What follows belongs to an exercise in optimizing a design on an open flow for small area and a short achievable clock period; a production flow would make more cautious choices. At most, simulation tests tie the RTL to the original design; equivalence was not proved. Power is estimated from default activity; no workload was simulated.

// pipelined_divider
module pipelined_divider (input             clock,
                          input             reset,
                          input             input_valid,
                          input       [5:0] input_tag,
                          input      [23:0] divisor,
                          input      [31:0] dividend,
                          output reg        output_valid,
                          output reg  [5:0] output_tag,
                          output reg [31:0] quotient,
                          output reg [31:0] remainder);
    wire       in_z = (divisor == 24'd0);
    wire       v0 = input_valid;
    wire [5:0] t0 = input_tag;
    wire [31:0] a0 = dividend ^ {32{dividend[31]}};   
    wire [23:0] d0 = {divisor[23:1], divisor[0] | in_z};
    wire       z0 = in_z;
    wire       n0 = dividend[31];
    wire [31:0] x0 = a0;
    wire [1:0] x2 = {x0[31], x0[30]};
    wire [1:0] dl2 = d0[1:0];
    wire hz2 = (d0[23:2] == 22'd0);
    wire [3:0] dl2_3 = {2'd0, dl2} + {1'd0, dl2, 1'b0};
    wire [4:0] s2_1 = {3'd0, x2} - {3'd0, dl2};
    wire [4:0] s2_2 = {3'd0, x2} - {2'd0, dl2, 1'b0};
    wire [4:0] s2_3 = {3'd0, x2} - {1'd0, dl2_3};
    wire c2_1 = hz2 & ~s2_1[4], c2_2 = hz2 & ~s2_2[4], c2_3 = hz2 & ~s2_3[4];
    wire [1:0] r2_c = c2_2 ? (c2_3 ? s2_3[1:0] : s2_2[1:0]) : (c2_1 ? s2_1[1:0] : x2[1:0]);
    reg        v1, n1, z1;
    reg  [5:0] t1;
    reg [23:0] d1;
    reg [7:0] t3_1;
    reg [29:0] a1;
    reg [31:30] q1;
    reg [1:0] r1;
    always @(posedge clock) begin
        v1 <= reset ? 1'b0 : v0;
        t1 <= t0;
        n1 <= n0;
        z1 <= z0;
        d1 <= d0;
        t3_1 <= {2'd0, d0[5:0]} + {1'd0, d0[5:0], 1'b0};
        a1 <= x0[29:0];
        q1 <= {c2_2, (c2_2 ? c2_3 : c2_1)};
        r1 <= r2_c;
    end
    wire [3:0] x4 = {r1, a1[29], a1[28]};
    wire [3:0] dl4 = d1[3:0];
    wire hz4 = (d1[23:4] == 20'd0);
    wire [5:0] dl4_3 = t3_1[5:0];
    wire [6:0] s4_1 = {3'd0, x4} - {3'd0, dl4};
    wire [6:0] s4_2 = {3'd0, x4} - {2'd0, dl4, 1'b0};
    wire [6:0] s4_3 = {3'd0, x4} - {1'd0, dl4_3};
    wire c4_1 = hz4 & ~s4_1[6], c4_2 = hz4 & ~s4_2[6], c4_3 = hz4 & ~s4_3[6];
  ...
Size in the first run: about 13,000 cells after synthesis, roughly 1,500 flip-flops, ~81,000 um2 of cells after synthesis.
export LEC_CHECK = 0
export ABC_AREA = 1
export ABC_CLOCK_PERIOD_IN_PS = 3000
export CAP_MARGIN = 20
export CORE_MARGIN = 2
export CORE_UTILIZATION = 40
export CTS_CLUSTER_DIAMETER = 80
export CTS_CLUSTER_SIZE = 30
export SETUP_SLACK_MARGIN = 4.35
export SLEW_MARGIN = 20
export TNS_END_PERCENT = 20
create_clock -name core_clock -period 7.0 [get_ports {clock}]
standard.sh (not shown) runs the stock make flow with config.mk's settings and CLKGATE_MAP_FILE= SYNTH_SCRIPT=/design/flow/synth_recipe.tcl, a recipe that flattens the netlist after the stock synthesis.
==> flow/flow/run.sh <==
#!/bin/bash
set -euo pipefail
here=$(cd "$(dirname "$0")" && pwd)
source "$here/vars.sh"
bash standard.sh > flow.log 2>&1
==> flow/flow/vars.sh <==
# ORFS variables for this flow (see run.sh)
# No full-adder cell mapping in synthesis: ABC maps the adders itself.
export ADDER_MAP_FILE=
# Port buffers: a plain buffer rather than the default pick (a delay cell).
export BUFFER_PORTS_ARGS="-buffer_cell sky130_fd_sc_hd__buf_2"
==> next run, changes <==
--- a/flow/design.v
+++ b/flow/design.v
@@ -4,64 +4,70 @@
                           input             input_valid,
                           input       [5:0] input_tag,
                           input      [23:0] divisor,
                           input      [31:0] dividend,
                           output reg        output_valid,
                           output reg  [5:0] output_tag,
                           output reg [31:0] quotient,
                           output reg [31:0] remainder);
+    reg        v0;
+    reg  [5:0] t0;
+    reg [31:0] a0;
+    reg [23:0] d0;
+    reg        z0;
+    reg        n0;
     wire       in_z = (divisor == 24'd0);
-    wire       v0 = input_valid;
-    wire [5:0] t0 = input_tag;
-    wire [31:0] a0 = dividend ^ {32{dividend[31]}};   
-    wire [23:0] d0 = {divisor[23:1], divisor[0] | in_z};
-    wire       z0 = in_z;
-    wire       n0 = dividend[31];
+    always @(posedge clock) begin
+        v0 <= reset ? 1'b0 : input_valid;
+        t0 <= input_tag;
+        a0 <= dividend ^ {32{dividend[31]}};   
+        d0 <= {divisor[23:1], divisor[0] | in_z};
+        z0 <= in_z;
+        n0 <= dividend[31];
+    end
     wire [31:0] x0 = a0;
     wire [1:0] x2 = {x0[31], x0[30]};
     wire [1:0] dl2 = d0[1:0];
     wire hz2 = (d0[23:2] == 22'd0);
     wire [3:0] dl2_3 = {2'd0, dl2} + {1'd0, dl2, 1'b0};
     wire [4:0] s2_1 = {3'd0, x2} - {3'd0, dl2};
     wire [4:0] s2_2 = {3'd0, x2} - {2'd0, dl2, 1'b0};
     wire [4:0] s2_3 = {3'd0, x2} - {1'd0, dl2_3};
     wire c2_1 = hz2 & ~s2_1[4], c2_2 = hz2 & ~s2_2[4], c2_3 = hz2 & ~s2_3[4];
     wire [1:0] r2_c = c2_2 ? (c2_3 ? s2_3[1:0] : s2_2[1:0]) : (c2_1 ? s2_1[1:0] : x2[1:0]);
+    wire [3:0] x4 = {r2_c, x0[29], x0[28]};
+    wire [3:0] dl4 = d0[3:0];
+    wire hz4 = (d0[23:4] == 20'd0);
+    wire [5:0] dl4_3 = {2'd0, dl4} + {1'd0, dl4, 1'b0};
+    wire [6:0] s4_1 = {3'd0, x4} - {3'd0, dl4};
+    wire [6:0] s4_2 = {3'd0, x4} - {2'd0, dl4, 1'b0};
+    wire [6:0] s4_3 = {3'd0, x4} - {1'd0, dl4_3};
+    wire c4_1 = hz4 & ~s4_1[6], c4_2 = hz4 & ~s4_2[6], c4_3 = hz4 & ~s4_3[6];
+    wire [3:0] r4_c = c4_2 ? (c4_3 ? s4_3[3:0] : s4_2[3:0]) : (c4_1 ? s4_1[3:0] : x4[3:0]);
     reg        v1, n1, z1;
     reg  [5:0] t1;
     reg [23:0] d1;
-    reg [7:0] t3_1;
-    reg [29:0] a1;
-    reg [31:30] q1;
-    reg [1:0] r1;
+    reg [27:0] a1;
+    reg [31:28] q1;
+    reg [3:0] r1;
     always @(posedge clock) begin
         v1 <= reset ? 1'b0 : v0;
         t1 <= t0;
         n1 <= n0;
         z1 <= z0;
         d1 <= d0;
-        t3_1 <= {2'd0, d0[5:0]} + {1'd0, d0[5:0], 1'b0};
-        a1 <= x0[29:0];
-        q1 <= {c2_2, (c2_2 ? c2_3 : c2_1)};
-        r1 <= r2_c;
+        a1 <= x0[27:0];
+        q1 <= {c2_2, (c2_2 ? c2_3 : c2_1), c4_2, (c4_2 ? c4_3 : c4_1)};
+        r1 <= r4_c;
     end
-    wire [3:0] x4 = {r1, a1[29], a1[28]};
-    wire [3:0] dl4 = d1[3:0];
-    wire hz4 = (d1[23:4] == 20'd0);
-    wire [5:0] dl4_3 = t3_1[5:0];
-    wire [6:0] s4_1 = {3'd0, x4} - {3'd0, dl4};
-    wire [6:0] s4_2 = {3'd0, x4} - {2'd0, dl4, 1'b0};
-    wire [6:0] s4_3 = {3'd0, x4} - {1'd0, dl4_3};
-    wire c4_1 = hz4 & ~s4_1[6], c4_2 = hz4 & ~s4_2[6], c4_3 = hz4 & ~s4_3[6];
-    wire [3:0] r4_c = c4_2 ? (c4_3 ? s4_3[3:0] : s4_2[3:0]) : (c4_1 ? s4_1[3:0] : x4[3:0]);
-    wire [5:0] x6 = {r4_c, a1[27], a1[26]};
+    wire [5:0] x6 = {r1, a1[27], a1[26]};
     wire [5:0] dl6 = d1[5:0];
     wire hz6 = (d1[23:6] == 18'd0);
-    wire [7:0] dl6_3 = t3_1[7:0];
+    wire [7:0] dl6_3 = {2'd0, dl6} + {1'd0, dl6, 1'b0};
     wire [8:0] s6_1 = {3'd0, x6} - {3'd0, dl6};
     wire [8:0] s6_2 = {3'd0, x6} - {2'd0, dl6, 1'b0};
     wire [8:0] s6_3 = {3'd0, x6} - {1'd0, dl6_3};
     wire c6_1 = hz6 & ~s6_1[8], c6_2 = hz6 & ~s6_2[8], c6_3 = hz6 & ~s6_3[8];
     wire [5:0] r6_c = c6_2 ? (c6_3 ? s6_3[5:0] : s6_2[5:0]) : (c6_1 ? s6_1[5:0] : x6[5:0]);
     reg        v2, n2, z2;
     reg  [5:0] t2;
     reg [23:0] d2;
@@ -70,17 +76,17 @@
     reg [5:0] r2;
     always @(posedge clock) begin
         v2 <= reset ? 1'b0 : v1;
         t2 <= t1;
         n2 <= n1;
         z2 <= z1;
         d2 <= d1;
         a2 <= a1[25:0];
-        q2 <= {q1, c4_2, (c4_2 ? c4_3 : c4_1), c6_2, (c6_2 ? c6_3 : c6_1)};
+        q2 <= {q1, c6_2, (c6_2 ? c6_3 : c6_1)};
         r2 <= r6_c;
     end
     wire [7:0] x8 = {r2, a2[25], a2[24]};
     wire [7:0] dl8 = d2[7:0];
     wire hz8 = (d2[23:8] == 16'd0);
     wire [9:0] dl8_3 = {2'd0, dl8} + {1'd0, dl8, 1'b0};
     wire [10:0] s8_1 = {3'd0, x8} - {3'd0, dl8};
     wire [10:0] s8_2 = {3'd0, x8} - {2'd0, dl8, 1'b0};
After rerunning:
- worst setup slack degrades by 3.2 ps
- hold slack got worse by 4.0 ps
- maximum frequency is about the same
- clock power grows by 3.8%
- final area grows by 0.31%
- routed wire length went up by 13%
- power climbs by 4.1%
- sequential power came out higher by about 5%
The RTL of the first run of this note was laid out without a check of its function.

==> what the ideal ports hide <==
The flow's constraints put no driver on any port. The routed layouts listed below were extracted and timed again, unchanged, in two steps.
Step 1 assumes that a clkbuf_16 drives the clock port and a buf_2 every other input.
Step 2 also shifts input and output timing later by t, the mid clock arrival at the registers, as if the neighbouring blocks saw the same clock.
Three values: no drivers, after step 1, after step 2; two values: the first two.
run | t, ns | setup WS [ns] | worst hold slack (ns)
the first run | 0.861 | 4.262 / 4.190 / 3.675 | 0.311 / 0.311 / 0.311
the second run | 0.872 | 4.259 / 4.176 / 3.905 | 0.307 / 0.307 / 0.307
After both steps setup and hold are still met in every run listed. For the first run, which loses most, drivers alone change the setup slack by -0.072 ns; drivers and shift together by -0.587 ns.
